Context: an optimization exercise on an open-source flow, tuned for small area, a short achievable clock period and few clock cycles per item. The choices shown serve that exercise and are no tape-out recipe.
The RTL was checked by simulation tests, not by an equivalence proof against the original design.

run A:
==> flow/design.v (excerpt) <==
module aesha_keccak(input  logic         i_clk,
                    input  logic         i_reset,    
                    input  logic         i_start,
                    input  logic [511:0] i_data,
                    output logic [511:0] o_data,
                    output logic         o_busy,
                    output logic         o_done
                   );
    logic        busy, done;
    logic [4:0]  cnt;
    logic        ld;
    logic [24:0][63:0] a, a_in, a_nx;
    logic [4:0][63:0]  p01, p23, p0123, c, d;
    logic [24:0][63:0] t;       
    logic [24:0][63:0] b;       
    logic [63:0]       rc;
    logic [63:0]       ldv;
    always_ff @(posedge i_clk or negedge i_reset) begin
        if (!i_reset) begin
            busy <= 1'b0;
            done <= 1'b0;
            cnt  <= 5'd0;
        end else begin
            done <= busy && (cnt == 5'd23);
            if (!busy) begin
                busy <= i_start;
                cnt  <= 5'd0;
            end else begin
                if (cnt == 5'd23) busy <= 1'b0;
                cnt <= cnt + 5'd1;
            end
        end
    end
    assign ld  = !busy;
    assign ldv = {64{ld}};
    genvar l, k;
    generate
        for (l = 0; l < 25; l++) begin : g_in
            if (l < 8) begin : g_msg
                for (k = 0; k < 8; k++) begin : g_byte
                    assign a_in[l][8*k +: 8] = i_data[511 - 8*(8*l + k) -: 8];
                end
            end else if (l == 8) begin : g_pad
                assign a_in[l] = 64'h8000000000000001;
            end else begin : g_zero
  ...
Size: roughly 10000 cells after synthesis, ~1600 flip-flops, ~1000 I/O pins, about 97000 um2 of cells after synthesis.
==> flow/config.mk <==
export PLATFORM = sky130hd
export DESIGN_NAME = aesha_keccak
export DESIGN_NICKNAME = aesha_keccak
export VERILOG_FILES = /design/flow/design.v
export SDC_FILE = /design/flow/constraint.sdc
export NUM_CORES = 4
export LEC_CHECK = 0
export CAP_MARGIN = 20
export CORE_MARGIN = 2
export CORE_UTILIZATION = 50
export CTS_BUF_LIST = sky130_fd_sc_hd__clkbuf_16
export CTS_CLUSTER_DIAMETER = 60
export CTS_CLUSTER_SIZE = 20
export PLACE_DENSITY = 0.6
export SETUP_SLACK_MARGIN = 2.5
export SLEW_MARGIN = 20
export SYNTH_HIERARCHICAL = 1
==> flow/constraint.sdc <==
create_clock -name core_clock -period 5.5 [get_ports {i_clk}]
set_input_delay 1.1000 -clock core_clock [delete_from_list [all_inputs] [get_ports {i_clk}]]
set_output_delay 1.1000 -clock core_clock [all_outputs]
set_load 0.01 [all_outputs]
standard.sh (not shown) runs the stock make flow with config.mk's settings and CLKGATE_MAP_FILE= SYNTH_SCRIPT=/design/flow/synth_recipe.tcl, a recipe that flattens the netlist after the stock synthesis.
==> flow/flow/run.sh <==
#!/bin/bash
# The standard ORFS layout (standard.sh), with faster, smaller port buffers
# (buffer_ports -buffer_cell) and sizing not tied to cell footprints.
set -euo pipefail
bash standard.sh \
  "BUFFER_PORTS_ARGS=-buffer_cell sky130_fd_sc_hd__buf_2" \
  MATCH_CELL_FOOTPRINT=0 \
  finish > standard_sh.log 2>&1
Run A completed end to end with timing, DRC and antenna clean.
Testbench counts of run A, summed over its fixed seeds: cycles 8,000, items 320.
The inputs of run B differ from those of run A as listed below.
# run A
export LEC_CHECK = 0
export CAP_MARGIN = 20
export CORE_MARGIN = 2
export CORE_UTILIZATION = 50
export CTS_BUF_LIST = sky130_fd_sc_hd__clkbuf_16
export CTS_CLUSTER_DIAMETER = 60
export CTS_CLUSTER_SIZE = 20
export PLACE_DENSITY = 0.6
export SETUP_SLACK_MARGIN = 2.5
export SLEW_MARGIN = 20
export SYNTH_HIERARCHICAL = 1
create_clock -name core_clock -period 5.5 [get_ports {i_clk}]
# run B
export LEC_CHECK = 0
export CAP_MARGIN = 10
export CORE_MARGIN = 2
export CORE_UTILIZATION = 60
export CTS_BUF_LIST = sky130_fd_sc_hd__clkbuf_8
export CTS_CLUSTER_DIAMETER = 100
export CTS_CLUSTER_SIZE = 30
export PLACE_DENSITY = 0.7
export SETUP_SLACK_MARGIN = 2.3
export SLEW_MARGIN = 10
export SYNTH_HIERARCHICAL = 1
create_clock -name core_clock -period 5.5 [get_ports {i_clk}]
==> flow/run.sh (new file) <==
#!/bin/bash
# synth_recipe.tcl (not shown) runs the flow's synth.tcl, then flattens the netlist and writes it again
# the make line also repeats each setting of config.mk as NAME=value (left out here)
make -C /OpenROAD-flow-scripts/flow DESIGN_CONFIG=/design/flow/config.mk WORK_HOME=/design/flow/orfs CLKGATE_MAP_FILE= SYNTH_SCRIPT=/design/flow/synth_recipe.tcl finish
removed: flow/flow/run.sh
removed: flow/standard.sh
--- outcome ---
Run B did not finish: a tool error stopped it during 5_1_grt.
From run A to run B the numbers moved as follows: number of rows created at floorplan went down 14, complex-gate fraction of the synthesized area held.
Run A → run B: post-placement cell area increased by 3400 um2 relative to the old numbers; starting utilization of the core area increased by 10 points relative to the old numbers.
Quantity of gates resized following cts in run B is 817 lower than in run A
Here is what was changed in the inputs of run C compared with run B.
# run B
export LEC_CHECK = 0
export CAP_MARGIN = 10
export CORE_MARGIN = 2
export CORE_UTILIZATION = 60
export CTS_BUF_LIST = sky130_fd_sc_hd__clkbuf_8
export CTS_CLUSTER_DIAMETER = 100
export CTS_CLUSTER_SIZE = 30
export PLACE_DENSITY = 0.7
export SETUP_SLACK_MARGIN = 2.3
export SLEW_MARGIN = 10
export SYNTH_HIERARCHICAL = 1
create_clock -name core_clock -period 5.5 [get_ports {i_clk}]
# run C
export LEC_CHECK = 0
export CAP_MARGIN = 40
export CORE_MARGIN = 2
export CORE_UTILIZATION = 55
export PLACE_DENSITY = 0.65
export SETUP_SLACK_MARGIN = 2.0
export SLEW_MARGIN = 40
export SYNTH_HIERARCHICAL = 1
create_clock -name core_clock -period 5.5 [get_ports {i_clk}]
Findings:
Run C finished all stages; the layout is clean. From run C to run B, synthesized cell count did not move at all. Run B and run C ended up with roughly the same adder and majority cell fraction of the synthesized area. From run B to run C, count of input and output buffers did not move at all. In run C, count of instances resized after the clock tree is built is lower than in run B. Diff run B..run C | TritonCTS sink count | unchanged. Number of flops mapped to enable cells by yosys: run C vs run B identical. Max number of placement rows across run B and run C: run C. The final reports for run C and run B show post-CTS setup-driven buffer insertion count lower in the former. Diff run B -> run C: die span in y +about 4.4%, last weighted congestion value of the routability-driven placer -about 4%, CTS buffer count +120.
[inputs] run D vs run C
# run C
export LEC_CHECK = 0
export CAP_MARGIN = 40
export CORE_MARGIN = 2
export CORE_UTILIZATION = 55
export PLACE_DENSITY = 0.65
export SETUP_SLACK_MARGIN = 2.0
export SLEW_MARGIN = 40
export SYNTH_HIERARCHICAL = 1
create_clock -name core_clock -period 5.5 [get_ports {i_clk}]
# run D
export LEC_CHECK = 0
export CAP_MARGIN = 20
export CORE_MARGIN = 2
export CORE_UTILIZATION = 40
export CTS_BUF_LIST = sky130_fd_sc_hd__clkbuf_16
export CTS_CLUSTER_DIAMETER = 60
export CTS_CLUSTER_SIZE = 20
export PLACE_DENSITY = 0.5
export SETUP_SLACK_MARGIN = 2.0
export SLEW_MARGIN = 20
export SYNTH_HIERARCHICAL = 1
create_clock -name core_clock -period 5.5 [get_ports {i_clk}]
==> flow/flow/run.sh (new file) <==
#!/bin/bash
# The standard ORFS layout (standard.sh), with faster, smaller port buffers
# (buffer_ports -buffer_cell) and sizing not tied to cell footprints.
set -euo pipefail
bash standard.sh \
  "BUFFER_PORTS_ARGS=-buffer_cell sky130_fd_sc_hd__buf_2" \
  MATCH_CELL_FOOTPRINT=0 \
  finish > standard_sh.log 2>&1
==> flow/standard.sh (new file) <==
#!/bin/bash
# synth_recipe.tcl (not shown) runs the flow's synth.tcl, then flattens the netlist and writes it again
# the make line also repeats each setting of config.mk as NAME=value (left out here)
make -C /OpenROAD-flow-scripts/flow DESIGN_CONFIG=/design/flow/config.mk WORK_HOME=/design/flow/orfs CLKGATE_MAP_FILE= SYNTH_SCRIPT=/design/flow/synth_recipe.tcl "${@:-finish}"
removed: flow/run.sh
==> comparison <==
Run D reached the final stage; the timing, design-rule and antenna checks on its layout passed.
In the final reports, the cell area of run D is smaller than that of run C.
Run D — worst hold-check slack 0.40 ns lower, run C as reference
In the reports for run D and run C, the smaller met1 layer usage reported by global route belongs to run D.
Of run D and run C, the run reporting the higher clock period minus worst slack was run C.
Run D ends up with higher slack of the critical path than run C does.
Modified inputs, run E compared to run D
# run D
export LEC_CHECK = 0
export CAP_MARGIN = 20
export CORE_MARGIN = 2
export CORE_UTILIZATION = 40
export CTS_BUF_LIST = sky130_fd_sc_hd__clkbuf_16
export CTS_CLUSTER_DIAMETER = 60
export CTS_CLUSTER_SIZE = 20
export PLACE_DENSITY = 0.5
export SETUP_SLACK_MARGIN = 2.0
export SLEW_MARGIN = 20
export SYNTH_HIERARCHICAL = 1
create_clock -name core_clock -period 5.5 [get_ports {i_clk}]
# run E
export LEC_CHECK = 0
export CAP_MARGIN = 20
export CORE_MARGIN = 2
export CORE_UTILIZATION = 50
export CTS_BUF_LIST = sky130_fd_sc_hd__clkbuf_16
export CTS_CLUSTER_DIAMETER = 60
export CTS_CLUSTER_SIZE = 20
export PLACE_DENSITY = 0.6
export SETUP_SLACK_MARGIN = 2.0
export SLEW_MARGIN = 20
export SYNTH_HIERARCHICAL = 1
create_clock -name core_clock -period 5.5 [get_ports {i_clk}]
==> comparison <==
Sort run E and run D by total clock buffers created by CTS, ascending, and run E comes first.
In the tables for run E and run D, die boundary width reads lower with run E.
Taking run D as 1.0, run E lands at 0.946 on number of cells in the finished layout apart from fillers.
Number of ordinary and repair buffers in the finished layout: run E < run D
The higher shortest clock period the worst path allows after layout came out of run E.

what the ideal ports hide:
How much do the figures lean on ideal ports? The routed layouts below were timed once more, with nothing changed but the port constraints.
Step 1: set_driving_cell puts a clkbuf_16 on i_clk and a buf_2 on each other input, an assumption about the parent block.
Step 2 also shifts input and output timing later by t, the mid clock arrival at the registers, as if the neighbouring blocks saw the same clock.
Slacks: ideal ports / drivers / drivers and shift; pairs: ideal ports / drivers.
run	shift t [ns]	setup slack, ns	hold slack, ns	worst register clock-pin slew, ns
run A	0.995	2.118 / 2.118 / 2.118	0.062 / -0.027 / 0.664	0.09 / 0.09
run C	0.992	1.417 / 1.417 / 1.417	0.469 / 0.389 / 0.662	0.07 / 0.07
run D	0.989	1.720 / 1.720 / 1.720	0.066 / -0.011 / 0.659	0.08 / 0.08
run E	0.974	1.685 / 1.685 / 1.685	0.069 / -0.015 / 0.670	0.09 / 0.09
After both steps every run listed still meets setup and hold.
